Source: an optimization exercise on an open RTL-to-GDS flow (aim: small area and a short achievable clock period). Production flows keep margins and buffers that such runs may drop.
RTL that was checked went through simulation tests only; none was proved equivalent to the original.
For run 2, only the layout was checked, not whether the RTL still works.

## flow/design.v (module list and top-level ports; edited modules follow where they fit)
// module iir: 930 lines
module iir(
    input clk,
    input rst_n,
    input [31:0] x,
    output reg [31:0] y
    );
  // ...
==> flow/flow/run.sh <==
#!/bin/bash
# Layout flow: the standard ORFS flow (standard.sh), with two changes:
#  1. the combinational logic of the standard synthesis is replaced by the
#     gate-level netlist that gen2.py writes from the same description as
#     rtl/iir.v (same registers, same names and cell types; checked by
#     swap_netlist.py, and the standard netlist is kept if they differ);
#  2. the port buffers are buf_1 cells instead of the default.
set -euo pipefail
export BUFFER_PORTS_ARGS="-buffer_cell sky130_fd_sc_hd__buf_1"
R=orfs/results/sky130hd/iir/base
bash standard.sh synth > standard_synth.log 2>&1
python3 flow/gen2.py --fay xor --fap cell --net custom_netlist.v > gen2.log 2>&1
if python3 flow/swap_netlist.py $R/1_2_yosys.v custom_netlist.v > swap_netlist.log 2>&1; then
  cp $R/1_2_yosys.v standard_1_2_yosys.v
  cp custom_netlist.v $R/1_2_yosys.v
  touch $R/1_2_yosys.v
  rm -f $R/1_synth.odb $R/1_synth.sdc
fi
bash standard.sh finish > standard_finish.log 2>&1
==> flow/flow/swap_netlist.py <==
#!/usr/bin/env python3
"""Check that a hand-built netlist keeps the standard synthesis's registers
(same instance names and cell types) and ports; exit 1 if not.
usage: swap_netlist.py STANDARD.v CUSTOM.v"""
import re, sys

def info(path):
    t = open(path).read()
    ffs = {}
    for cell, name in re.findall(r'\b(sky130_fd_sc_hd__df\w+)\s+(\\\S+|\S+)\s*\(', t):
        ffs[name.lstrip('\\')] = cell
    m = re.search(r'module\s+iir\s*\((.*?)\);', t, re.S)
    ports = sorted(p.strip() for p in m.group(1).split(','))
    decl = sorted(re.findall(r'^\s*(input|output)\s+(\[[^\]]*\])?\s*(\w+);', t, re.M))
    return ffs, ports, decl

a = info(sys.argv[1])
b = info(sys.argv[2])
ok = True
if a[0] != b[0]:
    ok = False
    print('registers differ:')
    for k in sorted(set(a[0]) | set(b[0])):
        if a[0].get(k) != b[0].get(k):
            print('  ', k, a[0].get(k), b[0].get(k))
if a[1] != b[1] or a[2] != b[2]:
    ok = False
    print('ports differ:', a[1:], b[1:])
print('registers:', len(a[0]), 'match' if ok else 'MISMATCH')
sys.exit(0 if ok else 1)
==> flow/standard.sh <==
#!/bin/bash
# synth_recipe.tcl (not shown) runs the flow's synth.tcl, then flattens the netlist and writes it again
# the make line also repeats each setting of config.mk as NAME=value (left out here)
make -C /OpenROAD-flow-scripts/flow DESIGN_CONFIG=/design/flow/config.mk WORK_HOME=/design/flow/orfs CLKGATE_MAP_FILE= SYNTH_SCRIPT=/design/flow/synth_recipe.tcl "${@:-finish}"
==> flow/config.mk <==
export PLATFORM = sky130hd
export DESIGN_NAME = iir
export DESIGN_NICKNAME = iir
export VERILOG_FILES = /design/flow/design.v
export SDC_FILE = /design/flow/constraint.sdc
export NUM_CORES = 4
export LEC_CHECK = 0
export CAP_MARGIN = 20
export CORE_MARGIN = 2
export CORE_UTILIZATION = 70
export CTS_BUF_LIST = sky130_fd_sc_hd__clkbuf_4 sky130_fd_sc_hd__clkbuf_8
export SETUP_SLACK_MARGIN = 4
export SLEW_MARGIN = 20
==> flow/constraint.sdc <==
create_clock -name core_clock -period 7.5 [get_ports {clk}]
set_input_delay 1.5000 -clock core_clock [delete_from_list [all_inputs] [get_ports {clk}]]
set_output_delay 1.5000 -clock core_clock [all_outputs]
set_load 0.01 [all_outputs]
Not shown: flow/flow/gen2.py
==> flow_metrics.env, run 1 <==
export IMPL_status="complete, no violations"
export IMPL_reg2regPathDepth=10
export IMPL_finalHoldViolations=0
export IMPL_wirelength_um=17810
export IMPL_synth_fp_nets=1026
export IMPL_holdPathEnd="y[0]$_DFF_PN0_"
export IMPL_top_area_cell_class="multi-input gates"
export IMPL_vias=6382
export IMPL_crit_chain="clkbuf_2 -> maj3_1 -> maj3_1 -> nor2_2 -> o21ai_2 -> a21oi_2 -> o21ai_4 -> a21oi_1 -> o21ai_1 -> xor2_1"
export IMPL_tightest_slew_ns=0.8771
export IMPL_grt_overflow_total=0
export IMPL_post_route_util_pct=80.14
export IMPL_globalRouteTotalUtil_pct=29.88
export IMPL_fin_ws_ns=4.035
export IMPL_fp_dieArea_um2=12670
export IMPL_hold_depth=0
export IMPL_nets=1112
export IMPL_grt_pass1_wl_um=30530
export IMPL_crit_type="in -> reg"
export IMPL_place_ws_ns=3.207
export IMPL_fin_area_um2=9190
export IMPL_htreeDepth=3
export IMPL_cts_repair_resized=9
export IMPL_gp_congestion=0.8748
export IMPL_largestRegisters="p (32), y (32), x1 (31)"
export IMPL_ys_warn_count=1
export IMPL_placed_cells=1141
export IMPL_start_util_pct=71.95
export IMPL_grt_use_met2_pct=52.50
export IMPL_clkCellAreaFrac_pct=2.396
export IMPL_period_share_pct=46.20
export IMPL_grt_pass1_vias=6550
export IMPL_relSlewSlack_pct=41.52
export IMPL_numCtsBuffers=9
export IMPL_clk_pin_slew_ns=0.09
export IMPL_seq_share_pct=25.87
export IMPL_reg2reg_from="y[17]$_DFF_PN0_"
export IMPL_final_cell_mix="xor2_1, inv_1, nor2_1"
export IMPL_num_multi_input_gates=715
export IMPL_path_buf_inv=1
==> run 2: changes to the inputs <==
--- a/flow/design.v
+++ b/flow/design.v
@@ -456,460 +456,394 @@
 wire pg449 = ~((tn414 | gn410) & gn413);
-wire inv450 = ~gn332;
-wire pa451 = ~(xs121 & inv450);
-wire inv452 = ~gn335;
-wire pg453 = ~((pa423 & inv450) | inv452);
-wire inv454 = ~tn345;
-wire pa455 = ~(inv454 & pa424);
-wire inv456 = ~gn344;
-wire pg457 = ~((inv454 & pg425) | inv456);
-wire pa458 = ~(pa426 & pa424);
-wire pg459 = ~((pa426 & pg425) | pg427);
-wire inv460 = ~tn357;
-wire pa461 = ~(inv460 & pa428);
-wire inv462 = ~gn356;
-wire pg463 = ~((inv460 & pg429) | inv462);
-wire pa464 = ~(pa430 & pa428);
-wire pg465 = ~((pa430 & pg429) | pg431);
-wire inv466 = ~tn369;
-wire pa467 = ~(inv466 & pa432);
-wire inv468 = ~gn368;
-wire pg469 = ~((inv466 & pg433) | inv468);
-wire pa470 = ~(pa434 & pa432);
-wire pg471 = ~((pa434 & pg433) | pg435);
-wire inv472 = ~tn381;
-wire pa473 = ~(inv472 & pa436);
-wire inv474 = ~gn380;
-wire pg475 = ~((inv472 & pg437) | inv474);
-wire pa476 = ~(pa438 & pa436);
-wire pg477 = ~((pa438 & pg437) | pg439);
-wire inv478 = ~tn393;
-wire pa479 = ~(inv478 & pa440);
-wire inv480 = ~gn392;
-wire pg481 = ~((inv478 & pg441) | inv480);
-wire pa482 = ~(pa442 & pa440);
-wire pg483 = ~((pa442 & pg441) | pg443);
-wire inv484 = ~tn405;
-wire pa485 = ~(inv484 & pa444);
-wire inv486 = ~gn404;
-wire pg487 = ~((inv484 & pg445) | inv486);
-wire pa488 = ~(pa446 & pa444);
-wire pg489 = ~((pa446 & pg445) | pg447);
-wire inv490 = ~tn417;
-wire pa491 = ~(inv490 & pa448);
-wire inv492 = ~gn416;
-wire pg493 = ~((inv490 & pg449) | inv492);
-wire pg494 = ~((tn339 | pg453) & gn338);
-wire inv495 = ~pg453;
-wire pg496 = ~((pa424 & inv495) | pg425);
-wire pg497 = ~((pa455 | pg453) & pg457);
-wire pg498 = ~((pa458 | pg453) & pg459);
-wire pa499 = ~(tn363 | pa464);
-wire pg500 = ~((tn363 | pg465) & gn362);
-wire inv501 = ~pa432;
-wire pa502 = ~(inv501 | pa464);
-wire inv503 = ~pg433;
-wire pg504 = ~((inv501 | pg465) & inv503);
-wire pa505 = ~(pa467 | pa464);
-wire pg506 = ~((pa467 | pg465) & pg469);
-wire pa507 = ~(pa470 | pa464);
-wire pg508 = ~((pa470 | pg465) & pg471);
-wire pa509 = ~(tn387 | pa476);
-wire pg510 = ~((tn387 | pg477) & gn386);
-wire inv511 = ~pa440;
-wire pa512 = ~(inv511 | pa476);
-wire inv513 = ~pg441;
-wire pg514 = ~((inv511 | pg477) & inv513);
-wire pa515 = ~(pa479 | pa476);
-wire pg516 = ~((pa479 | pg477) & pg481);
-wire pa517 = ~(pa482 | pa476);
-wire pg518 = ~((pa482 | pg477) & pg483);
-wire pa519 = ~(tn411 | pa488);
-wire pg520 = ~((tn411 | pg489) & gn410);
-wire inv521 = ~pa448;
-wire pa522 = ~(inv521 | pa488);
-wire inv523 = ~pg449;
-wire pg524 = ~((inv521 | pg489) & inv523);
-wire pa525 = ~(pa491 | pa488);
-wire pg526 = ~((pa491 | pg489) & pg493);
-wire inv527 = ~gn350;
-wire inv528 = ~tn351;
-wire pg529 = ~((inv528 & pg498) | inv527);
-wire pg530 = ~((pa428 & pg498) | pg429);
-wire inv531 = ~pg463;
-wire inv532 = ~pa461;
-wire pg533 = ~((inv532 & pg498) | inv531);
-wire inv534 = ~pg465;
-wire inv535 = ~pa464;
-wire pg536 = ~((inv535 & pg498) | inv534);
-wire pg537 = ~((pa499 & pg498) | pg500);
-wire pg538 = ~((pa502 & pg498) | pg504);
-wire pg539 = ~((pa505 & pg498) | pg506);
-wire pg540 = ~((pa507 & pg498) | pg508);
-wire inv541 = ~tn399;
-wire pa542 = ~(inv541 & pa517);
-wire inv543 = ~gn398;
-wire pg544 = ~((inv541 & pg518) | inv543);
-wire pa545 = ~(pa444 & pa517);
-wire pg546 = ~((pa444 & pg518) | pg445);
-wire inv547 = ~pa485;
-wire pa548 = ~(inv547 & pa517);
-wire inv549 = ~pg487;
-wire pg550 = ~((inv547 & pg518) | inv549);
-wire inv551 = ~pa488;
-wire pa552 = ~(inv551 & pa517);
-wire inv553 = ~pg489;
-wire pg554 = ~((inv551 & pg518) | inv553);
-wire pa555 = ~(pa519 & pa517);
-wire pg556 = ~((pa519 & pg518) | pg520);
-wire pa557 = ~(pa522 & pa517);
-wire pg558 = ~((pa522 & pg518) | pg524);
-wire pa559 = ~(pa525 & pa517);
-wire pg560 = ~((pa525 & pg518) | pg526);
-wire pg561 = ~((tn375 | pg540) & gn374);
-wire inv562 = ~pg437;
-wire inv563 = ~pa436;
-wire pg564 = ~((inv563 | pg540) & inv562);
-wire pg565 = ~((pa473 | pg540) & pg475);
-wire pg566 = ~((pa476 | pg540) & pg477);
-wire inv567 = ~pg510;
-wire inv568 = ~pa509;
-wire pg569 = ~((inv568 | pg540) & inv567);
-wire inv570 = ~pg514;
-wire inv571 = ~pa512;
-wire pg572 = ~((inv571 | pg540) & inv570);
-wire inv573 = ~pg516;
-wire inv574 = ~pa515;
-wire pg575 = ~((inv574 | pg540) & inv573);
-wire inv576 = ~pg518;
-wire inv577 = ~pa517;
-wire pg578 = ~((inv577 | pg540) & inv576);
-wire pg579 = ~((pa542 | pg540) & pg544);
-wire pg580 = ~((pa545 | pg540) & pg546);
-wire pg581 = ~((pa548 | pg540) & pg550);
-wire pg582 = ~((pa552 | pg540) & pg554);
-wire pg583 = ~((pa555 | pg540) & pg556);
-wire pg584 = ~((pa557 | pg540) & pg558);
-wire pg585 = ~((pa559 | pg540) & pg560);
-wire sn586 = ~(xs121 ^ gn332);
-wire sn587 = ~(pp337 ^ pa451);
-wire sn588 = ~(pp340 ^ pg453);
-wire xo589 = pp343 ^ pg494;
-wire sn590 = ~(pp346 ^ pg496);
-wire xo591 = pp349 ^ pg497;
-wire xo592 = pp352 ^ pg498;
-wire sn593 = ~(pp355 ^ pg529);
-wire sn594 = ~(pp358 ^ pg530);
-wire sn595 = ~(pp361 ^ pg533);
-wire sn596 = ~(pp364 ^ pg536);
-wire sn597 = ~(pp367 ^ pg537);
-wire sn598 = ~(pp370 ^ pg538);
-wire sn599 = ~(pp373 ^ pg539);
-wire sn600 = ~(pp376 ^ pg540);
-wire xo601 = pp379 ^ pg561;
-wire xo602 = pp382 ^ pg564;
-wire xo603 = pp385 ^ pg565;
-wire xo604 = pp388 ^ pg566;
-wire xo605 = pp391 ^ pg569;
-wire xo606 = pp394 ^ pg572;
-wire xo607 = pp397 ^ pg575;
-wire xo608 = pp400 ^ pg578;
-wire xo609 = pp403 ^ pg579;
-wire xo610 = pp406 ^ pg580;
-wire xo611 = pp409 ^ pg581;
-wire xo612 = pp412 ^ pg582;
-wire xo613 = pp415 ^ pg583;
-wire xo614 = pp418 ^ pg584;
-wire xo615 = pp421 ^ pg585;
-wire gn616 = ~(y[0] & x[0]);
-wire tn617 = ~(y[0] | x[0]);
-wire pp618 = y[0] ^ x[0];
-wire gn619 = ~(fa272 & fa211);
-wire tn620 = ~(fa272 | fa211);
-wire pp621 = fa272 ^ fa211;
-wire gn622 = ~(fa273 & fa274);
-wire tn623 = ~(fa273 | fa274);
-wire pp624 = fa273 ^ fa274;
-wire gn625 = ~(fa275 & fa276);
-wire tn626 = ~(fa275 | fa276);
-wire pp627 = fa275 ^ fa276;
-wire gn628 = ~(fa277 & fa278);
-wire tn629 = ~(fa277 | fa278);
-wire pp630 = fa277 ^ fa278;
-wire gn631 = ~(fa279 & fa280);
-wire tn632 = ~(fa279 | fa280);
-wire pp633 = fa279 ^ fa280;
-wire gn634 = ~(fa281 & fa282);
-wire tn635 = ~(fa281 | fa282);
-wire pp636 = fa281 ^ fa282;
-wire gn637 = ~(fa283 & fa284);
-wire tn638 = ~(fa283 | fa284);
-wire pp639 = fa283 ^ fa284;
-wire gn640 = ~(fa285 & fa286);
-wire tn641 = ~(fa285 | fa286);
-wire pp642 = fa285 ^ fa286;
-wire gn643 = ~(fa287 & fa288);
-wire tn644 = ~(fa287 | fa288);
-wire pp645 = fa287 ^ fa288;
-wire gn646 = ~(fa289 & fa290);
-wire tn647 = ~(fa289 | fa290);
-wire pp648 = fa289 ^ fa290;
-wire gn649 = ~(fa291 & fa292);
-wire tn650 = ~(fa291 | fa292);
-wire pp651 = fa291 ^ fa292;
-wire gn652 = ~(fa293 & fa294);
-wire tn653 = ~(fa293 | fa294);
-wire pp654 = fa293 ^ fa294;
-wire gn655 = ~(fa295 & fa296);
-wire tn656 = ~(fa295 | fa296);
-wire pp657 = fa295 ^ fa296;
-wire gn658 = ~(fa297 & fa298);
-wire tn659 = ~(fa297 | fa298);
-wire pp660 = fa297 ^ fa298;
-wire gn661 = ~(fa299 & fa300);
-wire tn662 = ~(fa299 | fa300);
-wire pp663 = fa299 ^ fa300;
-wire gn664 = ~(fa301 & fa302);
-wire tn665 = ~(fa301 | fa302);
-wire pp666 = fa301 ^ fa302;
-wire gn667 = ~(fa303 & fa304);
-wire tn668 = ~(fa303 | fa304);
-wire pp669 = fa303 ^ fa304;
-wire gn670 = ~(fa305 & fa306);
-wire tn671 = ~(fa305 | fa306);
-wire pp672 = fa305 ^ fa306;
-wire gn673 = ~(fa307 & fa308);
-wire tn674 = ~(fa307 | fa308);
-wire pp675 = fa307 ^ fa308;
-wire gn676 = ~(fa309 & fa310);
-wire tn677 = ~(fa309 | fa310);
-wire pp678 = fa309 ^ fa310;
-wire gn679 = ~(fa311 & fa312);
-wire tn680 = ~(fa311 | fa312);
-wire pp681 = fa311 ^ fa312;
-wire gn682 = ~(fa313 & fa314);
-wire tn683 = ~(fa313 | fa314);
-wire pp684 = fa313 ^ fa314;
-wire gn685 = ~(fa315 & fa316);
-wire tn686 = ~(fa315 | fa316);
-wire pp687 = fa315 ^ fa316;
-wire gn688 = ~(fa317 & fa318);
-wire tn689 = ~(fa317 | fa318);
-wire pp690 = fa317 ^ fa318;
-wire gn691 = ~(fa319 & fa320);
-wire tn692 = ~(fa319 | fa320);
-wire pp693 = fa319 ^ fa320;
-wire gn694 = ~(fa321 & fa322);
-wire tn695 = ~(fa321 | fa322);
-wire pp696 = fa321 ^ fa322;
-wire gn697 = ~(fa323 & fa324);
-wire tn698 = ~(fa323 | fa324);
-wire pp699 = fa323 ^ fa324;
-wire gn700 = ~(fa325 & fa326);
-wire tn701 = ~(fa325 | fa326);
-wire pp702 = fa325 ^ fa326;
-wire gn703 = ~(fa327 & fa328);
-wire tn704 = ~(fa327 | fa328);
-wire pp705 = fa327 ^ fa328;
-wire gn706 = ~(fa329 & fa330);
-wire tn707 = ~(fa329 | fa330);
-wire pp708 = fa329 ^ fa330;
-wire inv709 = ~gn616;
-wire pa710 = ~(fa210 & inv709);
-wire pa711 = ~(tn623 | tn620);
-wire pg712 = ~((tn623 | gn619) & gn622);
-wire pa713 = ~(tn629 | tn626);
-wire pg714 = ~((tn629 | gn625) & gn628);
-wire pa715 = ~(tn635 | tn632);
-wire pg716 = ~((tn635 | gn631) & gn634);
-wire pa717 = ~(tn641 | tn638);
-wire pg718 = ~((tn641 | gn637) & gn640);
-wire pa719 = ~(tn647 | tn644);
-wire pg720 = ~((tn647 | gn643) & gn646);
-wire pa721 = ~(tn653 | tn650);
-wire pg722 = ~((tn653 | gn649) & gn652);
-wire pa723 = ~(tn659 | tn656);
-wire pg724 = ~((tn659 | gn655) & gn658);
-wire pa725 = ~(tn665 | tn662);
-wire pg726 = ~((tn665 | gn661) & gn664);
-wire pa727 = ~(tn671 | tn668);
-wire pg728 = ~((tn671 | gn667) & gn670);
-wire pa729 = ~(tn677 | tn674);
-wire pg730 = ~((tn677 | gn673) & gn676);
-wire pa731 = ~(tn683 | tn680);
-wire pg732 = ~((tn683 | gn679) & gn682);
-wire pa733 = ~(tn689 | tn686);
-wire pg734 = ~((tn689 | gn685) & gn688);
-wire pa735 = ~(tn695 | tn692);
-wire pg736 = ~((tn695 | gn691) & gn694);
-wire pa737 = ~(tn701 | tn698);
-wire pg738 = ~((tn701 | gn697) & gn700);
-wire pg739 = ~((tn620 | pa710) & gn619);
-wire inv740 = ~pa710;
-wire pg741 = ~((pa711 & inv740) | pg712);
-wire inv742 = ~tn632;
-wire pa743 = ~(inv742 & pa713);
-wire inv744 = ~gn631;
-wire pg745 = ~((inv742 & pg714) | inv744);
-wire pa746 = ~(pa715 & pa713);
-wire pg747 = ~((pa715 & pg714) | pg716);
-wire inv748 = ~tn644;
-wire pa749 = ~(inv748 & pa717);
-wire inv750 = ~gn643;
-wire pg751 = ~((inv748 & pg718) | inv750);
-wire pa752 = ~(pa719 & pa717);
-wire pg753 = ~((pa719 & pg718) | pg720);
-wire inv754 = ~tn656;
-wire pa755 = ~(inv754 & pa721);
-wire inv756 = ~gn655;
-wire pg757 = ~((inv754 & pg722) | inv756);
-wire pa758 = ~(pa723 & pa721);
-wire pg759 = ~((pa723 & pg722) | pg724);
-wire inv760 = ~tn668;
-wire pa761 = ~(inv760 & pa725);
-wire inv762 = ~gn667;
-wire pg763 = ~((inv760 & pg726) | inv762);
-wire pa764 = ~(pa727 & pa725);
-wire pg765 = ~((pa727 & pg726) | pg728);
-wire inv766 = ~tn680;
-wire pa767 = ~(inv766 & pa729);
-wire inv768 = ~gn679;
-wire pg769 = ~((inv766 & pg730) | inv768);
-wire pa770 = ~(pa731 & pa729);
-wire pg771 = ~((pa731 & pg730) | pg732);
-wire inv772 = ~tn692;
-wire pa773 = ~(inv772 & pa733);
-wire inv774 = ~gn691;
-wire pg775 = ~((inv772 & pg734) | inv774);
-wire pa776 = ~(pa735 & pa733);
-wire pg777 = ~((pa735 & pg734) | pg736);
-wire inv778 = ~tn704;
-wire pa779 = ~(inv778 & pa737);
-wire inv780 = ~gn703;
-wire pg781 = ~((inv778 & pg738) | inv780);
-wire pg782 = ~((tn626 | pg741) & gn625);
-wire inv783 = ~pg714;
-wire inv784 = ~pa713;
-wire pg785 = ~((inv784 | pg741) & inv783);
-wire pg786 = ~((pa743 | pg741) & pg745);
-wire pg787 = ~((pa746 | pg741) & pg747);
-wire pa788 = ~(tn650 | pa752);
-wire pg789 = ~((tn650 | pg753) & gn649);
-wire inv790 = ~pa721;
-wire pa791 = ~(inv790 | pa752);
-wire inv792 = ~pg722;
-wire pg793 = ~((inv790 | pg753) & inv792);
-wire pa794 = ~(pa755 | pa752);
-wire pg795 = ~((pa755 | pg753) & pg757);
-wire pa796 = ~(pa758 | pa752);
-wire pg797 = ~((pa758 | pg753) & pg759);
-wire pa798 = ~(tn674 | pa764);
-wire pg799 = ~((tn674 | pg765) & gn673);
-wire inv800 = ~pa729;
-wire pa801 = ~(inv800 | pa764);
-wire inv802 = ~pg730;
-wire pg803 = ~((inv800 | pg765) & inv802);
-wire pa804 = ~(pa767 | pa764);
-wire pg805 = ~((pa767 | pg765) & pg769);
-wire pa806 = ~(pa770 | pa764);
-wire pg807 = ~((pa770 | pg765) & pg771);
-wire pa808 = ~(tn698 | pa776);
-wire pg809 = ~((tn698 | pg777) & gn697);
-wire inv810 = ~pa737;
-wire pa811 = ~(inv810 | pa776);
-wire inv812 = ~pg738;
-wire pg813 = ~((inv810 | pg777) & inv812);
-wire pa814 = ~(pa779 | pa776);
-wire pg815 = ~((pa779 | pg777) & pg781);
-wire inv816 = ~gn637;
-wire inv817 = ~tn638;
-wire pg818 = ~((inv817 & pg787) | inv816);
-wire pg819 = ~((pa717 & pg787) | pg718);
-wire inv820 = ~pg751;
-wire inv821 = ~pa749;
-wire pg822 = ~((inv821 & pg787) | inv820);
-wire inv823 = ~pg753;
-wire inv824 = ~pa752;
-wire pg825 = ~((inv824 & pg787) | inv823);
-wire pg826 = ~((pa788 & pg787) | pg789);
-wire pg827 = ~((pa791 & pg787) | pg793);
-wire pg828 = ~((pa794 & pg787) | pg795);
-wire pg829 = ~((pa796 & pg787) | pg797);
-wire inv830 = ~tn686;
-wire pa831 = ~(inv830 & pa806);
-wire inv832 = ~gn685;
-wire pg833 = ~((inv830 & pg807) | inv832);
-wire pa834 = ~(pa733 & pa806);
-wire pg835 = ~((pa733 & pg807) | pg734);
-wire inv836 = ~pa773;
-wire pa837 = ~(inv836 & pa806);
-wire inv838 = ~pg775;
-wire pg839 = ~((inv836 & pg807) | inv838);
-wire inv840 = ~pa776;
-wire pa841 = ~(inv840 & pa806);
-wire inv842 = ~pg777;
-wire pg843 = ~((inv840 & pg807) | inv842);
-wire pa844 = ~(pa808 & pa806);
-wire pg845 = ~((pa808 & pg807) | pg809);
-wire pa846 = ~(pa811 & pa806);
-wire pg847 = ~((pa811 & pg807) | pg813);
-wire pa848 = ~(pa814 & pa806);
-wire pg849 = ~((pa814 & pg807) | pg815);
-wire pg850 = ~((tn662 | pg829) & gn661);
-wire inv851 = ~pg726;
-wire inv852 = ~pa725;
-wire pg853 = ~((inv852 | pg829) & inv851);
-wire pg854 = ~((pa761 | pg829) & pg763);
-wire pg855 = ~((pa764 | pg829) & pg765);
-wire inv856 = ~pg799;
-wire inv857 = ~pa798;
-wire pg858 = ~((inv857 | pg829) & inv856);
-wire inv859 = ~pg803;
-wire inv860 = ~pa801;
-wire pg861 = ~((inv860 | pg829) & inv859);
-wire inv862 = ~pg805;
-wire inv863 = ~pa804;
-wire pg864 = ~((inv863 | pg829) & inv862);
-wire inv865 = ~pg807;
-wire inv866 = ~pa806;
-wire pg867 = ~((inv866 | pg829) & inv865);
-wire pg868 = ~((pa831 | pg829) & pg833);
-wire pg869 = ~((pa834 | pg829) & pg835);
-wire pg870 = ~((pa837 | pg829) & pg839);
-wire pg871 = ~((pa841 | pg829) & pg843);
-wire pg872 = ~((pa844 | pg829) & pg845);
-wire pg873 = ~((pa846 | pg829) & pg847);
-wire pg874 = ~((pa848 | pg829) & pg849);
-wire sn875 = ~(fa210 ^ gn616);
-wire sn876 = ~(pp621 ^ pa710);
-wire xo877 = pp624 ^ pg739;
-wire sn878 = ~(pp627 ^ pg741);
-wire xo879 = pp630 ^ pg782;
-wire xo880 = pp633 ^ pg785;
-wire xo881 = pp636 ^ pg786;
-wire xo882 = pp639 ^ pg787;
-wire sn883 = ~(pp642 ^ pg818);
-wire sn884 = ~(pp645 ^ pg819);
-wire sn885 = ~(pp648 ^ pg822);
-wire sn886 = ~(pp651 ^ pg825);
-wire sn887 = ~(pp654 ^ pg826);
-wire sn888 = ~(pp657 ^ pg827);
-wire sn889 = ~(pp660 ^ pg828);
-wire sn890 = ~(pp663 ^ pg829);
-wire xo891 = pp666 ^ pg850;
-wire xo892 = pp669 ^ pg853;
-wire xo893 = pp672 ^ pg854;
-wire xo894 = pp675 ^ pg855;
-wire xo895 = pp678 ^ pg858;
-wire xo896 = pp681 ^ pg861;
-wire xo897 = pp684 ^ pg864;
-wire xo898 = pp687 ^ pg867;
-wire xo899 = pp690 ^ pg868;
-wire xo900 = pp693 ^ pg869;
-wire xo901 = pp696 ^ pg870;
-wire xo902 = pp699 ^ pg871;
-wire xo903 = pp702 ^ pg872;
-wire xo904 = pp705 ^ pg873;
-wire xo905 = pp708 ^ pg874;
-wire [31:0] y_next = {xo615, xo614, xo613, xo612, xo611, xo610, xo609, xo608, xo607, xo606, xo605, xo604, xo603, xo602, xo601, sn600, sn599, sn598, sn597, sn596, sn595, sn594, sn593, xo592, xo591, sn590, xo589, sn588, sn587, sn586, pp334, p[0]};
-wire [31:0] p_next = {xo905, xo904, xo903, xo902, xo901, xo900, xo899, xo898, xo897, xo896, xo895, xo894, xo893, xo892, xo891, sn890, sn889, sn888, sn887, sn886, sn885, sn884, sn883, xo882, xo881, xo880, xo879, sn878, xo877, sn876, sn875, pp618};
+wire inv450 = ~pa423;
+wire pg451 = ~((inv450 | gn332) & gn335);
+wire pa452 = ~(pa424 & pa423);
+wire inv453 = ~gn335;
+wire pg454 = ~((pa424 & inv453) | pg425);
+wire pa455 = ~(pa426 & pa424);
+wire pg456 = ~((pa426 & pg425) | pg427);
+wire pa457 = ~(pa428 & pa426);
+wire pg458 = ~((pa428 & pg427) | pg429);
+wire pa459 = ~(pa430 & pa428);
+wire pg460 = ~((pa430 & pg429) | pg431);
+wire pa461 = ~(pa432 & pa430);
+wire pg462 = ~((pa432 & pg431) | pg433);
+wire pa463 = ~(pa434 & pa432);
+wire pg464 = ~((pa434 & pg433) | pg435);
+wire pa465 = ~(pa436 & pa434);
+wire pg466 = ~((pa436 & pg435) | pg437);
+wire pa467 = ~(pa438 & pa436);
+wire pg468 = ~((pa438 & pg437) | pg439);
+wire pa469 = ~(pa440 & pa438);
+wire pg470 = ~((pa440 & pg439) | pg441);
+wire pa471 = ~(pa442 & pa440);
+wire pg472 = ~((pa442 & pg441) | pg443);
+wire pa473 = ~(pa444 & pa442);
+wire pg474 = ~((pa444 & pg443) | pg445);
+wire pa475 = ~(pa446 & pa444);
+wire pg476 = ~((pa446 & pg445) | pg447);
+wire pa477 = ~(pa448 & pa446);
+wire pg478 = ~((pa448 & pg447) | pg449);
+wire pg479 = ~((pa452 | gn332) & pg454);
+wire inv480 = ~pg451;
+wire pg481 = ~((pa455 | inv480) & pg456);
+wire pa482 = ~(pa457 | pa452);
+wire pg483 = ~((pa457 | pg454) & pg458);
+wire pa484 = ~(pa459 | pa455);
+wire pg485 = ~((pa459 | pg456) & pg460);
+wire pa486 = ~(pa461 | pa457);
+wire pg487 = ~((pa461 | pg458) & pg462);
+wire pa488 = ~(pa463 | pa459);
+wire pg489 = ~((pa463 | pg460) & pg464);
+wire pa490 = ~(pa465 | pa461);
+wire pg491 = ~((pa465 | pg462) & pg466);
+wire pa492 = ~(pa467 | pa463);
+wire pg493 = ~((pa467 | pg464) & pg468);
+wire pa494 = ~(pa469 | pa465);
+wire pg495 = ~((pa469 | pg466) & pg470);
+wire pa496 = ~(pa471 | pa467);
+wire pg497 = ~((pa471 | pg468) & pg472);
+wire pa498 = ~(pa473 | pa469);
+wire pg499 = ~((pa473 | pg470) & pg474);
+wire pa500 = ~(pa475 | pa471);
+wire pg501 = ~((pa475 | pg472) & pg476);
+wire pa502 = ~(pa477 | pa473);
+wire pg503 = ~((pa477 | pg474) & pg478);
+wire inv504 = ~gn332;
+wire pg505 = ~((pa482 & inv504) | pg483);
+wire pg506 = ~((pa484 & pg451) | pg485);
+wire pg507 = ~((pa486 & pg479) | pg487);
+wire pg508 = ~((pa488 & pg481) | pg489);
+wire pa509 = ~(pa490 & pa482);
+wire pg510 = ~((pa490 & pg483) | pg491);
+wire pa511 = ~(pa492 & pa484);
+wire pg512 = ~((pa492 & pg485) | pg493);
+wire pa513 = ~(pa494 & pa486);
+wire pg514 = ~((pa494 & pg487) | pg495);
+wire pa515 = ~(pa496 & pa488);
+wire pg516 = ~((pa496 & pg489) | pg497);
+wire pa517 = ~(pa498 & pa490);
+wire pg518 = ~((pa498 & pg491) | pg499);
+wire pa519 = ~(pa500 & pa492);
+wire pg520 = ~((pa500 & pg493) | pg501);
+wire pa521 = ~(pa502 & pa494);
+wire pg522 = ~((pa502 & pg495) | pg503);
+wire pg523 = ~((pa509 | gn332) & pg510);
+wire pg524 = ~((pa511 | inv480) & pg512);
+wire inv525 = ~pg479;
+wire pg526 = ~((pa513 | inv525) & pg514);
+wire inv527 = ~pg481;
+wire pg528 = ~((pa515 | inv527) & pg516);
+wire pg529 = ~((pa517 | pg505) & pg518);
+wire pg530 = ~((pa519 | pg506) & pg520);
+wire pg531 = ~((pa521 | pg507) & pg522);
+wire pa532 = ~(xs121 & inv504);
+wire pg533 = ~((tn339 | inv480) & gn338);
+wire pg534 = ~((tn345 | inv525) & gn344);
+wire pg535 = ~((tn351 | inv527) & gn350);
+wire pg536 = ~((tn357 | pg505) & gn356);
+wire pg537 = ~((tn363 | pg506) & gn362);
+wire pg538 = ~((tn369 | pg507) & gn368);
+wire pg539 = ~((tn375 | pg508) & gn374);
+wire inv540 = ~pg523;
+wire pg541 = ~((tn381 | inv540) & gn380);
+wire inv542 = ~pg524;
+wire pg543 = ~((tn387 | inv542) & gn386);
+wire inv544 = ~pg526;
+wire pg545 = ~((tn393 | inv544) & gn392);
+wire inv546 = ~pg528;
+wire pg547 = ~((tn399 | inv546) & gn398);
+wire inv548 = ~pg529;
+wire pg549 = ~((tn405 | inv548) & gn404);
+wire inv550 = ~pg530;
+wire pg551 = ~((tn411 | inv550) & gn410);
+wire inv552 = ~pg531;
+wire pg553 = ~((tn417 | inv552) & gn416);
+wire sn554 = ~(xs121 ^ gn332);
+wire sn555 = ~(pp337 ^ pa532);
+wire xo556 = pp340 ^ pg451;
+wire xo557 = pp343 ^ pg533;
+wire xo558 = pp346 ^ pg479;
+wire xo559 = pp349 ^ pg534;
+wire xo560 = pp352 ^ pg481;
+wire xo561 = pp355 ^ pg535;
+wire sn562 = ~(pp358 ^ pg505);
+wire xo563 = pp361 ^ pg536;
+wire sn564 = ~(pp364 ^ pg506);
+wire xo565 = pp367 ^ pg537;
+wire sn566 = ~(pp370 ^ pg507);
+wire xo567 = pp373 ^ pg538;
+wire sn568 = ~(pp376 ^ pg508);
+wire xo569 = pp379 ^ pg539;
+wire xo570 = pp382 ^ pg523;
+wire xo571 = pp385 ^ pg541;
+wire xo572 = pp388 ^ pg524;
+wire xo573 = pp391 ^ pg543;
+wire xo574 = pp394 ^ pg526;
+wire xo575 = pp397 ^ pg545;
+wire xo576 = pp400 ^ pg528;
+wire xo577 = pp403 ^ pg547;
+wire xo578 = pp406 ^ pg529;
+wire xo579 = pp409 ^ pg549;
+wire xo580 = pp412 ^ pg530;
+wire xo581 = pp415 ^ pg551;
+wire xo582 = pp418 ^ pg531;
+wire xo583 = pp421 ^ pg553;
+wire gn584 = ~(y[0] & x[0]);
+wire tn585 = ~(y[0] | x[0]);
+wire pp586 = y[0] ^ x[0];
+wire gn587 = ~(fa272 & fa211);
+wire tn588 = ~(fa272 | fa211);
+wire pp589 = fa272 ^ fa211;
+wire gn590 = ~(fa273 & fa274);
+wire tn591 = ~(fa273 | fa274);
+wire pp592 = fa273 ^ fa274;
+wire gn593 = ~(fa275 & fa276);
+wire tn594 = ~(fa275 | fa276);
+wire pp595 = fa275 ^ fa276;
+wire gn596 = ~(fa277 & fa278);
+wire tn597 = ~(fa277 | fa278);
+wire pp598 = fa277 ^ fa278;
+wire gn599 = ~(fa279 & fa280);
+wire tn600 = ~(fa279 | fa280);
+wire pp601 = fa279 ^ fa280;
+wire gn602 = ~(fa281 & fa282);
+wire tn603 = ~(fa281 | fa282);
+wire pp604 = fa281 ^ fa282;
+wire gn605 = ~(fa283 & fa284);
+wire tn606 = ~(fa283 | fa284);
+wire pp607 = fa283 ^ fa284;
+wire gn608 = ~(fa285 & fa286);
+wire tn609 = ~(fa285 | fa286);
+wire pp610 = fa285 ^ fa286;
+wire gn611 = ~(fa287 & fa288);
+wire tn612 = ~(fa287 | fa288);
+wire pp613 = fa287 ^ fa288;
+wire gn614 = ~(fa289 & fa290);
+wire tn615 = ~(fa289 | fa290);
+wire pp616 = fa289 ^ fa290;
+wire gn617 = ~(fa291 & fa292);
+wire tn618 = ~(fa291 | fa292);
+wire pp619 = fa291 ^ fa292;
+wire gn620 = ~(fa293 & fa294);
+wire tn621 = ~(fa293 | fa294);
+wire pp622 = fa293 ^ fa294;
+wire gn623 = ~(fa295 & fa296);
+wire tn624 = ~(fa295 | fa296);
+wire pp625 = fa295 ^ fa296;
+wire gn626 = ~(fa297 & fa298);
+wire tn627 = ~(fa297 | fa298);
+wire pp628 = fa297 ^ fa298;
+wire gn629 = ~(fa299 & fa300);
+wire tn630 = ~(fa299 | fa300);
+wire pp631 = fa299 ^ fa300;
+wire gn632 = ~(fa301 & fa302);
+wire tn633 = ~(fa301 | fa302);
+wire pp634 = fa301 ^ fa302;
+wire gn635 = ~(fa303 & fa304);
+wire tn636 = ~(fa303 | fa304);
+wire pp637 = fa303 ^ fa304;
+wire gn638 = ~(fa305 & fa306);
+wire tn639 = ~(fa305 | fa306);
+wire pp640 = fa305 ^ fa306;
+wire gn641 = ~(fa307 & fa308);
+wire tn642 = ~(fa307 | fa308);
+wire pp643 = fa307 ^ fa308;
+wire gn644 = ~(fa309 & fa310);
+wire tn645 = ~(fa309 | fa310);
+wire pp646 = fa309 ^ fa310;
+wire gn647 = ~(fa311 & fa312);
+wire tn648 = ~(fa311 | fa312);
+wire pp649 = fa311 ^ fa312;
+wire gn650 = ~(fa313 & fa314);
+wire tn651 = ~(fa313 | fa314);
+wire pp652 = fa313 ^ fa314;
+wire gn653 = ~(fa315 & fa316);
+wire tn654 = ~(fa315 | fa316);
+wire pp655 = fa315 ^ fa316;
+wire gn656 = ~(fa317 & fa318);
+wire tn657 = ~(fa317 | fa318);
+wire pp658 = fa317 ^ fa318;
+wire gn659 = ~(fa319 & fa320);
+wire tn660 = ~(fa319 | fa320);
+wire pp661 = fa319 ^ fa320;
+wire gn662 = ~(fa321 & fa322);
+wire tn663 = ~(fa321 | fa322);
+wire pp664 = fa321 ^ fa322;
+wire gn665 = ~(fa323 & fa324);
+wire tn666 = ~(fa323 | fa324);
+wire pp667 = fa323 ^ fa324;
+wire gn668 = ~(fa325 & fa326);
+wire tn669 = ~(fa325 | fa326);
+wire pp670 = fa325 ^ fa326;
+wire gn671 = ~(fa327 & fa328);
+wire tn672 = ~(fa327 | fa328);
+wire pp673 = fa327 ^ fa328;
+wire gn674 = ~(fa329 & fa330);
+wire tn675 = ~(fa329 | fa330);
+wire pp676 = fa329 ^ fa330;
+wire inv677 = ~gn584;
+wire pa678 = ~(fa210 & inv677);
+wire pa679 = ~(tn591 | tn588);
+wire pg680 = ~((tn591 | gn587) & gn590);
+wire pa681 = ~(tn597 | tn594);
+wire pg682 = ~((tn597 | gn593) & gn596);
+wire pa683 = ~(tn603 | tn600);
+wire pg684 = ~((tn603 | gn599) & gn602);
+wire pa685 = ~(tn609 | tn606);
+wire pg686 = ~((tn609 | gn605) & gn608);
+wire pa687 = ~(tn615 | tn612);
+wire pg688 = ~((tn615 | gn611) & gn614);
+wire pa689 = ~(tn621 | tn618);
+wire pg690 = ~((tn621 | gn617) & gn620);
+wire pa691 = ~(tn627 | tn624);
+wire pg692 = ~((tn627 | gn623) & gn626);
+wire pa693 = ~(tn633 | tn630);
+wire pg694 = ~((tn633 | gn629) & gn632);
+wire pa695 = ~(tn639 | tn636);
+wire pg696 = ~((tn639 | gn635) & gn638);
+wire pa697 = ~(tn645 | tn642);
+wire pg698 = ~((tn645 | gn641) & gn644);
+wire pa699 = ~(tn651 | tn648);
+wire pg700 = ~((tn651 | gn647) & gn650);
+wire pa701 = ~(tn657 | tn654);
+wire pg702 = ~((tn657 | gn653) & gn656);
+wire pa703 = ~(tn663 | tn660);
+wire pg704 = ~((tn663 | gn659) & gn662);
+wire pa705 = ~(tn669 | tn666);
+wire pg706 = ~((tn669 | gn665) & gn668);
+wire inv707 = ~pa678;
+wire pg708 = ~((pa679 & inv707) | pg680);
+wire pa709 = ~(pa681 & pa679);
+wire pg710 = ~((pa681 & pg680) | pg682);
+wire pa711 = ~(pa683 & pa681);
+wire pg712 = ~((pa683 & pg682) | pg684);
+wire pa713 = ~(pa685 & pa683);
+wire pg714 = ~((pa685 & pg684) | pg686);
+wire pa715 = ~(pa687 & pa685);
+wire pg716 = ~((pa687 & pg686) | pg688);
+wire pa717 = ~(pa689 & pa687);
+wire pg718 = ~((pa689 & pg688) | pg690);
+wire pa719 = ~(pa691 & pa689);
+wire pg720 = ~((pa691 & pg690) | pg692);
+wire pa721 = ~(pa693 & pa691);
+wire pg722 = ~((pa693 & pg692) | pg694);
+wire pa723 = ~(pa695 & pa693);
+wire pg724 = ~((pa695 & pg694) | pg696);
+wire pa725 = ~(pa697 & pa695);
+wire pg726 = ~((pa697 & pg696) | pg698);
+wire pa727 = ~(pa699 & pa697);
+wire pg728 = ~((pa699 & pg698) | pg700);
+wire pa729 = ~(pa701 & pa699);
+wire pg730 = ~((pa701 & pg700) | pg702);
+wire pa731 = ~(pa703 & pa701);
+wire pg732 = ~((pa703 & pg702) | pg704);
+wire pa733 = ~(pa705 & pa703);
+wire pg734 = ~((pa705 & pg704) | pg706);
+wire pg735 = ~((pa709 | pa678) & pg710);
+wire pg736 = ~((pa711 | pg708) & pg712);
+wire pa737 = ~(pa713 | pa709);
+wire pg738 = ~((pa713 | pg710) & pg714);
+wire pa739 = ~(pa715 | pa711);
+wire pg740 = ~((pa715 | pg712) & pg716);
+wire pa741 = ~(pa717 | pa713);
+wire pg742 = ~((pa717 | pg714) & pg718);
+wire pa743 = ~(pa719 | pa715);
+wire pg744 = ~((pa719 | pg716) & pg720);
+wire pa745 = ~(pa721 | pa717);
+wire pg746 = ~((pa721 | pg718) & pg722);
+wire pa747 = ~(pa723 | pa719);
+wire pg748 = ~((pa723 | pg720) & pg724);
+wire pa749 = ~(pa725 | pa721);
+wire pg750 = ~((pa725 | pg722) & pg726);
+wire pa751 = ~(pa727 | pa723);
+wire pg752 = ~((pa727 | pg724) & pg728);
+wire pa753 = ~(pa729 | pa725);
+wire pg754 = ~((pa729 | pg726) & pg730);
+wire pa755 = ~(pa731 | pa727);
+wire pg756 = ~((pa731 | pg728) & pg732);
+wire pa757 = ~(pa733 | pa729);
+wire pg758 = ~((pa733 | pg730) & pg734);
+wire pg759 = ~((pa737 & inv707) | pg738);
+wire inv760 = ~pg708;
+wire pg761 = ~((pa739 & inv760) | pg740);
+wire pg762 = ~((pa741 & pg735) | pg742);
+wire pg763 = ~((pa743 & pg736) | pg744);
+wire pa764 = ~(pa745 & pa737);
+wire pg765 = ~((pa745 & pg738) | pg746);
+wire pa766 = ~(pa747 & pa739);
+wire pg767 = ~((pa747 & pg740) | pg748);
+wire pa768 = ~(pa749 & pa741);
+wire pg769 = ~((pa749 & pg742) | pg750);
+wire pa770 = ~(pa751 & pa743);
+wire pg771 = ~((pa751 & pg744) | pg752);
+wire pa772 = ~(pa753 & pa745);
+wire pg773 = ~((pa753 & pg746) | pg754);
+wire pa774 = ~(pa755 & pa747);
+wire pg775 = ~((pa755 & pg748) | pg756);
+wire pa776 = ~(pa757 & pa749);
+wire pg777 = ~((pa757 & pg750) | pg758);
+wire pg778 = ~((pa764 | pa678) & pg765);
+wire pg779 = ~((pa766 | pg708) & pg767);
+wire inv780 = ~pg735;
+wire pg781 = ~((pa768 | inv780) & pg769);
+wire inv782 = ~pg736;
+wire pg783 = ~((pa770 | inv782) & pg771);
+wire pg784 = ~((pa772 | pg759) & pg773);
+wire pg785 = ~((pa774 | pg761) & pg775);
+wire pg786 = ~((pa776 | pg762) & pg777);
+wire pg787 = ~((tn588 | pa678) & gn587);
+wire pg788 = ~((tn594 | pg708) & gn593);
+wire pg789 = ~((tn600 | inv780) & gn599);
+wire pg790 = ~((tn606 | inv782) & gn605);
+wire pg791 = ~((tn612 | pg759) & gn611);
+wire pg792 = ~((tn618 | pg761) & gn617);
+wire pg793 = ~((tn624 | pg762) & gn623);
+wire pg794 = ~((tn630 | pg763) & gn629);
+wire inv795 = ~pg778;
+wire pg796 = ~((tn636 | inv795) & gn635);
+wire inv797 = ~pg779;
+wire pg798 = ~((tn642 | inv797) & gn641);
+wire inv799 = ~pg781;
+wire pg800 = ~((tn648 | inv799) & gn647);
+wire inv801 = ~pg783;
+wire pg802 = ~((tn654 | inv801) & gn653);
+wire inv803 = ~pg784;
+wire pg804 = ~((tn660 | inv803) & gn659);
+wire inv805 = ~pg785;
+wire pg806 = ~((tn666 | inv805) & gn665);
+wire inv807 = ~pg786;
+wire pg808 = ~((tn672 | inv807) & gn671);
+wire sn809 = ~(fa210 ^ gn584);
+wire sn810 = ~(pp589 ^ pa678);
+wire xo811 = pp592 ^ pg787;
+wire sn812 = ~(pp595 ^ pg708);
+wire xo813 = pp598 ^ pg788;
+wire xo814 = pp601 ^ pg735;
+wire xo815 = pp604 ^ pg789;
+wire xo816 = pp607 ^ pg736;
+wire xo817 = pp610 ^ pg790;
+wire sn818 = ~(pp613 ^ pg759);
+wire xo819 = pp616 ^ pg791;
+wire sn820 = ~(pp619 ^ pg761);
+wire xo821 = pp622 ^ pg792;
+wire sn822 = ~(pp625 ^ pg762);
+wire xo823 = pp628 ^ pg793;
+wire sn824 = ~(pp631 ^ pg763);
+wire xo825 = pp634 ^ pg794;
+wire xo826 = pp637 ^ pg778;
+wire xo827 = pp640 ^ pg796;
+wire xo828 = pp643 ^ pg779;
+wire xo829 = pp646 ^ pg798;
+wire xo830 = pp649 ^ pg781;
+wire xo831 = pp652 ^ pg800;
+wire xo832 = pp655 ^ pg783;
+wire xo833 = pp658 ^ pg802;
+wire xo834 = pp661 ^ pg784;
+wire xo835 = pp664 ^ pg804;
+wire xo836 = pp667 ^ pg785;
+wire xo837 = pp670 ^ pg806;
+wire xo838 = pp673 ^ pg786;
+wire xo839 = pp676 ^ pg808;
+wire [31:0] y_next = {xo583, xo582, xo581, xo580, xo579, xo578, xo577, xo576, xo575, xo574, xo573, xo572, xo571, xo570, xo569, sn568, xo567, sn566, xo565, sn564, xo563, sn562, xo561, xo560, xo559, xo558, xo557, xo556, sn555, sn554, pp334, p[0]};
+wire [31:0] p_next = {xo839, xo838, xo837, xo836, xo835, xo834, xo833, xo832, xo831, xo830, xo829, xo828, xo827, xo826, xo825, sn824, xo823, sn822, xo821, sn820, xo819, sn818, xo817, xo816, xo815, xo814, xo813, sn812, xo811, sn810, sn809, pp586};
 always @(posedge clk or negedge rst_n)
--- a/flow/flow/run.sh
+++ b/flow/flow/run.sh
@@ -11,3 +11,3 @@
 bash standard.sh synth > standard_synth.log 2>&1
-python3 flow/gen2.py --fay xor --fap cell --net custom_netlist.v > gen2.log 2>&1
+python3 flow/gen2.py --fay xor --fap cell --prefix hc --polmode 1 --net custom_netlist.v > gen2.log 2>&1
 if python3 flow/swap_netlist.py $R/1_2_yosys.v custom_netlist.v > swap_netlist.log 2>&1; then
--- a/flow/flow/gen2.py
+++ b/flow/flow/gen2.py
@@ -31,2 +31,11 @@
 ap.add_argument('--pblock', type=int, default=0)
+# carry of a full adder in xor form: maj3 cell, or mux2 selected by the xor of
+# the two earlier inputs
+ap.add_argument('--carry', default='maj', choices=['maj', 'mux'])
+# 'fast42': y' uses 4:2 compressors built from xor2/xnor2 and and-or-invert
+# gates, with the inputs x entering last
+ap.add_argument('--polmode', type=int, default=0)
+# prefix tree of the carry-propagate adders: Sklansky, Kogge-Stone, Han-Carlson
+ap.add_argument('--prefix', default='sk', choices=['sk', 'ks', 'hc'])
+ap.add_argument('--ytree', default='wallace', choices=['wallace', 'fast42', 'pre'])
 args = ap.parse_args()
@@ -45,3 +54,3 @@
      'AOI21': 0.12, 'OAI21': 0.12, 'AND2': 0.15, 'OR2': 0.2,
-     'FA': 0.47, 'HA': 0.3, 'MAJ3': 0.3}
+     'FA': 0.47, 'HA': 0.3, 'MAJ3': 0.3, 'MUX2': 0.3}
 
@@ -85,4 +94,8 @@
         if FA_MODE[0] == 'xor' or (FA_MODE[0] == 'mix' and t(e2) + 0.3 <= t(l)):
-            s = gate('XOR2', [gate('XOR2', [e1, e2], prefix='xe'), l], prefix='xs')
-            co = gate('MAJ3', [e1, e2, l], prefix='mj')
+            te = gate('XOR2', [e1, e2], prefix='xe')
+            s = gate('XOR2', [te, l], prefix='xs')
+            if args.carry == 'mux':
+                co = gate('MUX2', [e1, l, te], prefix='mx')
+            else:
+                co = gate('MAJ3', [e1, e2, l], prefix='mj')
             return s, co
@@ -171,3 +184,3 @@
         extra = sum(1 for sp in sigs if sp[1] != pol and sp[0] not in inv_cache)
-        key = (round(late, 3), extra)
+        key = (extra, round(late, 3)) if args.polmode == 1 else (round(late, 3), extra)
         if best is None or key < best[0]:
@@ -176,2 +189,11 @@
     T = pand(Ti, Tj, pol) if needT else None
+    if isc(Gi) and val(Gi) == 1:
+        return (1, 0), T
+    if isc(Gj) and val(Gj) == 1:
+        Gj = Ti
+        Ti = (1, 0)
+        if isc(Gj) and val(Gj) == 0:
+            return Gi, T
+        if isc(Gi) and val(Gi) == 0:
+            return Gj, T
     if isc(Gj) and val(Gj) == 0:
@@ -192,4 +214,6 @@
 
-def cpa(A, B):
-    """A + B mod 2^W with a Sklansky prefix tree. Returns W sum nets."""
+def cpa(A, B, carry2=False):
+    """A + B mod 2^W with a Sklansky prefix tree. Returns W sum nets. With
+    carry2, A + B + 4, where bits 0 and 1 of B are 0 (the carry into bit 2 is
+    forced to 1)."""
     G, T, P = [], [], []
@@ -207,23 +231,38 @@
             P.append(gate('XOR2', [a, b], prefix='pp'))
+    if carry2:
+        assert B[0] == 0 and B[1] == 0
+        G[1] = (1, 0)
+        T[1] = (0, 0)
     start = list(range(W))    # group start of each node
+    levels = []
     d = 1
     while d < W:
+        levels.append(d)
+        d *= 2
+    if args.prefix == 'hc':
+        levels.append(0)       # final level for the even bits
+    for d in levels:
         nG, nT, ns = list(G), list(T), list(start)
         for i in range(W - 1):
-            if (i // d) % 2 == 1:
-                j = (i // d) * d - 1
-                final = start[j] == 0
-                if G[i] == (0, 0) and T[i] == (0, 0):
-                    continue
-                if G[j] == (0, 0) and final:
-                    # nothing comes from below: G stays, group is final
-                    ns[i] = 0
-                    nT[i] = None
-                    continue
-                g, tt = combine(G[i], T[i], G[j], T[j] if not final else (1, 0), not final)
-                nG[i] = g
-                nT[i] = tt
-                ns[i] = start[j]
+            if start[i] == 0:
+                continue
+            if args.prefix == 'sk' and (i // d) % 2 != 1:
+                continue
+            if args.prefix == 'hc' and (i % 2 == 0) != (d == 0):
+                continue
+            j = start[i] - 1
+            final = start[j] == 0
+            if G[i] == (0, 0) and T[i] == (0, 0):
+                continue
+            if G[j] == (0, 0) and final:
+                # nothing comes from below: G stays, group is final
+                ns[i] = 0
+                nT[i] = None
+                continue
+            g, tt = combine(G[i], T[i], G[j], T[j] if not final else (1, 0), not final)
+            nG[i] = g
+            nT[i] = tt
+            ns[i] = start[j]
         G, T, start = nG, nT, ns
-        d *= 2
+    assert all(start[i] == 0 for i in range(W - 1)), start
     S = []
@@ -276,8 +315,56 @@
     pccols[(j + 1) * K].append(PC[j])
-ycols = merge(col(X, 2), col(X, 1), col(Pq, 0), pccols, col(Y, 2, True), four)
-pcols = merge(col(X, 0), col(X1, 1), col(Y, 0), col(Y, 2, True), four)
-FA_MODE[0] = args.fay
-yA, yB = compress(ycols)
-FA_MODE[0] = args.fap
-pA, pB = compress(pcols)
+OFF = 0     # p is stored as p + OFF
+pconst = [[] for _ in range(W)]
+pconst[2].append(1)                        # -3y = y + 4*(~y) + 4
+if OFF:
+    pconst[2].append(1)                    # + the offset of the stored p
+pcols = merge(col(X, 0), col(X1, 1), col(Y, 0), col(Y, 2, True), pconst)
+if args.ytree == 'pre':
+    # r = p - 4y = p + 4*(~y) + 4 from the registers alone, with its own
+    # prefix adder; then y' = 4x + 2x + r
+    FA_MODE[0] = 'cell'
+    R = cpa(Pq, [0, 0] + [inv(Y[i]) for i in range(W - 2)], carry2=True)
+    rcols = [[R[i]] for i in range(W)]
+    ycols = merge(col(X, 2), col(X, 1), rcols)
+    FA_MODE[0] = args.fay
+    yA, yB = compress(ycols)
+    FA_MODE[0] = args.fap
+    pA, pB = compress(pcols)
+elif args.ytree == 'fast42':
+    # y' = 4x + 2x + p + 4*(~y) + 4: per column i two early inputs p[i],
+    # ~y[i-2] and two late ones x[i-2], x[i-1]; the constant enters column 2
+    # as its carry in
+    yA = [0] * W
+    yB = [0] * W
+    yA[0] = Pq[0]
+    yA[1], yB[1] = Pq[1], X[0]
+    c1n = None                           # inverted level-1 carry into column i
+    for i in range(2, W):
+        e1, e2, a, b = Pq[i], inv(Y[i - 2]), X[i - 2], X[i - 1]
+        te = gate('XOR2', [e1, e2], prefix='xe')
+        s1 = gate('XOR2', [te, a], prefix='xs')
+        if i + 1 < W:
+            g = gate('AND2', [e1, e2], prefix='ag')
+            o = gate('OR2', [e1, e2], prefix='og')
+            nc1n = gate('AOI21', [a, o, g], prefix='c1')
+        if c1n is None:
+            # column 2: the constant 4 takes the place of the carry in
+            yA[i] = gate('XNOR2', [s1, b], prefix='sm')
+            yB[i + 1] = gate('OR2', [s1, b], prefix='c2')
+        else:
+            u = gate('XOR2', [s1, b], prefix='xu')
+            yA[i] = gate('XNOR2', [u, c1n], prefix='sm')
+            if i + 1 < W:
+                na = gate('NAND2', [s1, b], prefix='na')
+                no = gate('NOR2', [s1, b], prefix='no')
+                yB[i + 1] = gate('AOI21', [c1n, na, no], prefix='c2')
+        c1n = nc1n if i + 1 < W else None
+    FA_MODE[0] = args.fap
+    pA, pB = compress(pcols)
+else:
+    ycols = merge(col(X, 2), col(X, 1), col(Pq, 0), pccols, col(Y, 2, True), four)
+    FA_MODE[0] = args.fay
+    yA, yB = compress(ycols)
+    FA_MODE[0] = args.fap
+    pA, pB = compress(pcols)
 FA_MODE[0] = 'cell'
@@ -314,2 +401,3 @@
     'MAJ3': lambda i: f'({i[0]} & {i[1]}) | ({i[0]} & {i[2]}) | ({i[1]} & {i[2]})',
+    'MUX2': lambda i: f'{i[2]} ? {i[1]} : {i[0]}',
 }
@@ -345,3 +433,3 @@
         x1 <= 32'd0;
-        p  <= 32'd0;
+        p  <= 32'dOFFV;
 PCRST        y  <= 32'd0;
@@ -357,2 +445,3 @@
 endmodule'''
+    body = body.replace('OFFV', str(OFF))
     body = body.replace('PCRST', "        pc <= 0;\n" if NPC else '')
@@ -375,2 +464,3 @@
     'MAJ3': ('maj3_1', ['A', 'B', 'C'], ['X']),
+    'MUX2': ('mux2_1', ['A0', 'A1', 'S'], ['X']),
 }
@@ -410,7 +500,10 @@
         k += 1
-    def ff(name, d, q):
-        o.append(f'  sky130_fd_sc_hd__dfrtp_1 \\{name}$_DFF_PN0_  (.CLK(clk), .D({d}), .Q({q}), .RESET_B(rst_n));')
+    def ff(name, d, q, one=False):
+        if one:
+            o.append(f'  sky130_fd_sc_hd__dfstp_1 \\{name}$_DFF_PN1_  (.CLK(clk), .D({d}), .Q({q}), .SET_B(rst_n));')
+        else:
+            o.append(f'  sky130_fd_sc_hd__dfrtp_1 \\{name}$_DFF_PN0_  (.CLK(clk), .D({d}), .Q({q}), .RESET_B(rst_n));')
     for i in range(W):
         ff(f'y[{i}]', netname(ynext[i]), f'y[{i}]')
-        ff(f'p[{i}]', netname(pnext[i]), f'q_p_{i}')
+        ff(f'p[{i}]', netname(pnext[i]), f'q_p_{i}', (OFF >> i) & 1)
     for i in sorted(used_x1):
==> run 2 against run 1 <==
Net effect:
- via count increased by 0.72%
- sequential share of layout area decreased by 0.78 points
- wire length up 12%
- first-iteration DRC count is 0.25% lower
- hold slack better by 0.0031 ns
- design area is 3.1% higher
- still clean on timing, DRC and antenna
- critical path type unchanged
==> flow_metrics.env, run 2 <==
export IMPL_grt_pass1_wl_um=32080
export IMPL_grt_overflow_total=0
export IMPL_fin_cells=1121
export IMPL_num_io_pins=66
export IMPL_status="complete, no violations"
export IMPL_worstSetupStartpointType="input port"
export IMPL_grt_max_degree=50
export IMPL_hold_depth=0
export IMPL_finalHoldViolations=0
export IMPL_insertion_delay_ns=0.39
export IMPL_globalRouteTotalUtil_pct=32.91
export IMPL_finalSetupViolCount=0
export IMPL_post_drt_wl_per_cell_um=17.83
export IMPL_crit_type="in -> reg"
export IMPL_worst_setup_path_end_kind="flip-flop"
export IMPL_crit_top_cell="xor2_1"
export IMPL_synth_area_um2=8003
export IMPL_htreeDepth=3
export IMPL_syn_area_per_cell_um2=9.241
export IMPL_die_w_um=110.9
export IMPL_tightest_slew_ns=0.6837
export IMPL_die_y_um=110.9
export IMPL_fin_area_um2=9475
export IMPL_viasPerCell=5.734
export IMPL_holdBufCountCts=0
export IMPL_required_ns=7.80
export IMPL_antenna_found_initial=0
export IMPL_io_buffers=65
export IMPL_crit_chain="buf_2 -> xor2_2 -> xor2_1 -> xor2_1 -> nor2_1 -> nor2_2 -> nand2_1 -> o21ai_4 -> inv_1 -> o21ai_2 -> inv_1 -> o21ai_1 -> xor2_1"
export IMPL_ant_nets=0
export IMPL_drc=0
export IMPL_nets=1069
export IMPL_path_max_fanout=6
export IMPL_rsz0062_at_grt="yes"
export IMPL_cts_root_buf="clkbuf_8"
export IMPL_final_common_cell="xor2_1"
export IMPL_diodes=0
export IMPL_clkSinkCount=95
export IMPL_gp_congestion=0.9723
export IMPL_ys_warn_count=1
export IMPL_drtPass1Iterations=5
export IMPL_fp_dieArea_um2=12300
export IMPL_worstPathArrival_ns=3.82
export IMPL_relSlewSlack_pct=54.42
export IMPL_hp_class="reg -> reg"
export IMPL_dp_hpwl_um=15340
export IMPL_largestRegisters="p (32), y (32), x1 (31)"
export IMPL_skew_ns=0.01998
export IMPL_vias=6428
export IMPL_finalSetupTns_ns=0
export IMPL_syn2layout_area_growth_pct=18.40
export IMPL_rows=39
export IMPL_multi_input_area_um2=5983
export IMPL_final_cell_mix="xor2_1, nand2_1, dfrtp_1"
export IMPL_placed_cells=1075
export IMPL_start_util_pct=71.00
export IMPL_finalMaxSlewViolations=0
export IMPL_period_share_pct=46.89
export IMPL_synthCells=866
export IMPL_clk_pin_slew_ns=0.09
export IMPL_drtIter0Drc=405
export IMPL_max_stage_delay_ns=0.30
export IMPL_clockBufferDepth=2
export IMPL_drv_cap=0
export IMPL_place_ws_ns=3.117
export IMPL_crit_slowest_cell="xor2_1"
export IMPL_met1_usage_pct=40.41
export IMPL_numCtsBuffers=9
export IMPL_reg2regPathDepth=12
export IMPL_fmax_mhz=284.4
export IMPL_core_area_um2=11270
export IMPL_use_met3_pct=6.124
export IMPL_n_fill_cell=694
export IMPL_wirelength_um=19990
export IMPL_placed_area_um2=8441
export IMPL_synth_fp_nets=960
export IMPL_busiest_layer="met2"
export IMPL_grt_pass1_vias=6696
export IMPL_cts_tree="built"
export IMPL_fin_crit_ns=3.517
export IMPL_fin_ws_ns=3.983
export IMPL_regArea_um2=2377
export IMPL_grt_use_met2_pct=57.55
export IMPL_drive_above_1_share_pct=19.73
## run 2: repair_timing
| action | CTS | global route |
|---|---|---|
| setup buffers | 11 | 21 |
| pin swaps | 9 | 46 |
| gates resized for setup | 44 | 115 |
| endpoints found under the setup margin | 28 | 23 |
## run 2: layout make-up
class	instances	share of cell area, %
repair buffers	98	5.652
clock buffers	13	1.690
multi-input cells	715	63.15
flip-flops and latches	95	25.09
inverters	56	2.218
well taps	143	1.888
clock inverters	1	0.3169
## run 2: path summary, 6_finish.rpt
kind                           startpoint  slack [ns]          endpoint
min in group asynchronous           rst_n        1.17  x1[21]$_DFF_PN0_
max in group asynchronous           rst_n        5.26   p[15]$_DFF_PN0_
min                        p[0]$_DFF_PN0_        0.36    y[0]$_DFF_PN0_
max                                  x[2]        3.98   y[23]$_DFF_PN0_
max reg2reg                y[7]$_DFF_PN0_        4.27   p[31]$_DFF_PN0_
min reg2reg                p[0]$_DFF_PN0_        0.36    y[0]$_DFF_PN0_
## run 2: critical path, delay by kind of cell
family          cells  cell delay (ns)
xor+xnor            4             0.94
buf+inv             3             0.38
compound gates      3             0.57
simple gates        3             0.44
## run 2: through the flow
step           utilization [%]  hold WS (ns)
4_1_cts                  78.23        0.3662
6_report                 84.06        0.3647
5_1_grt                  84.06        0.3792
2_1_floorplan                -        0.3312
3_5_place_dp             74.88        0.3380
3_3_place_gp             74.88        0.3434
## run 2: metal layers
layer | up-vias | routed length [um]
met4 | 0 | 693
met1 | 3197 | 8152
li1 | 2976 | -
met2 | 196 | 10240
met3 | 59 | 905
met5 | - | 0

-- separate check: timing with driven ports --
The results above use ideal ports. As a check the final layouts listed here were re-extracted and re-timed, cells and wires unchanged. Step 1, drivers: a clkbuf_16 drives clk and a buf_2 each remaining input, both assumed. Step 2 adds t to the input delays and takes it off the output delays; t is the mean of the earliest and latest rising clock arrival at the registers after step 1. Input paths then give back, and output paths get back, about the clock's delay inside the block. a / b / c = ideal ports / drivers / drivers and shift; a / b = the first two.
| run | t, ns | setup WS [ns] | hold WS [ns] |
|---|---|---|---|
| run 1 | 0.413 | 4.035 / 4.049 / 3.636 | 0.362 / 0.362 / 0.362 |
| run 2 | 0.419 | 3.983 / 3.994 / 3.575 | 0.365 / 0.365 / 0.365 |
After both steps setup and hold are still met in every run listed. The setup slack of run 2, which loses most, moves by +0.011 ns with the drivers and by -0.408 ns with both steps.
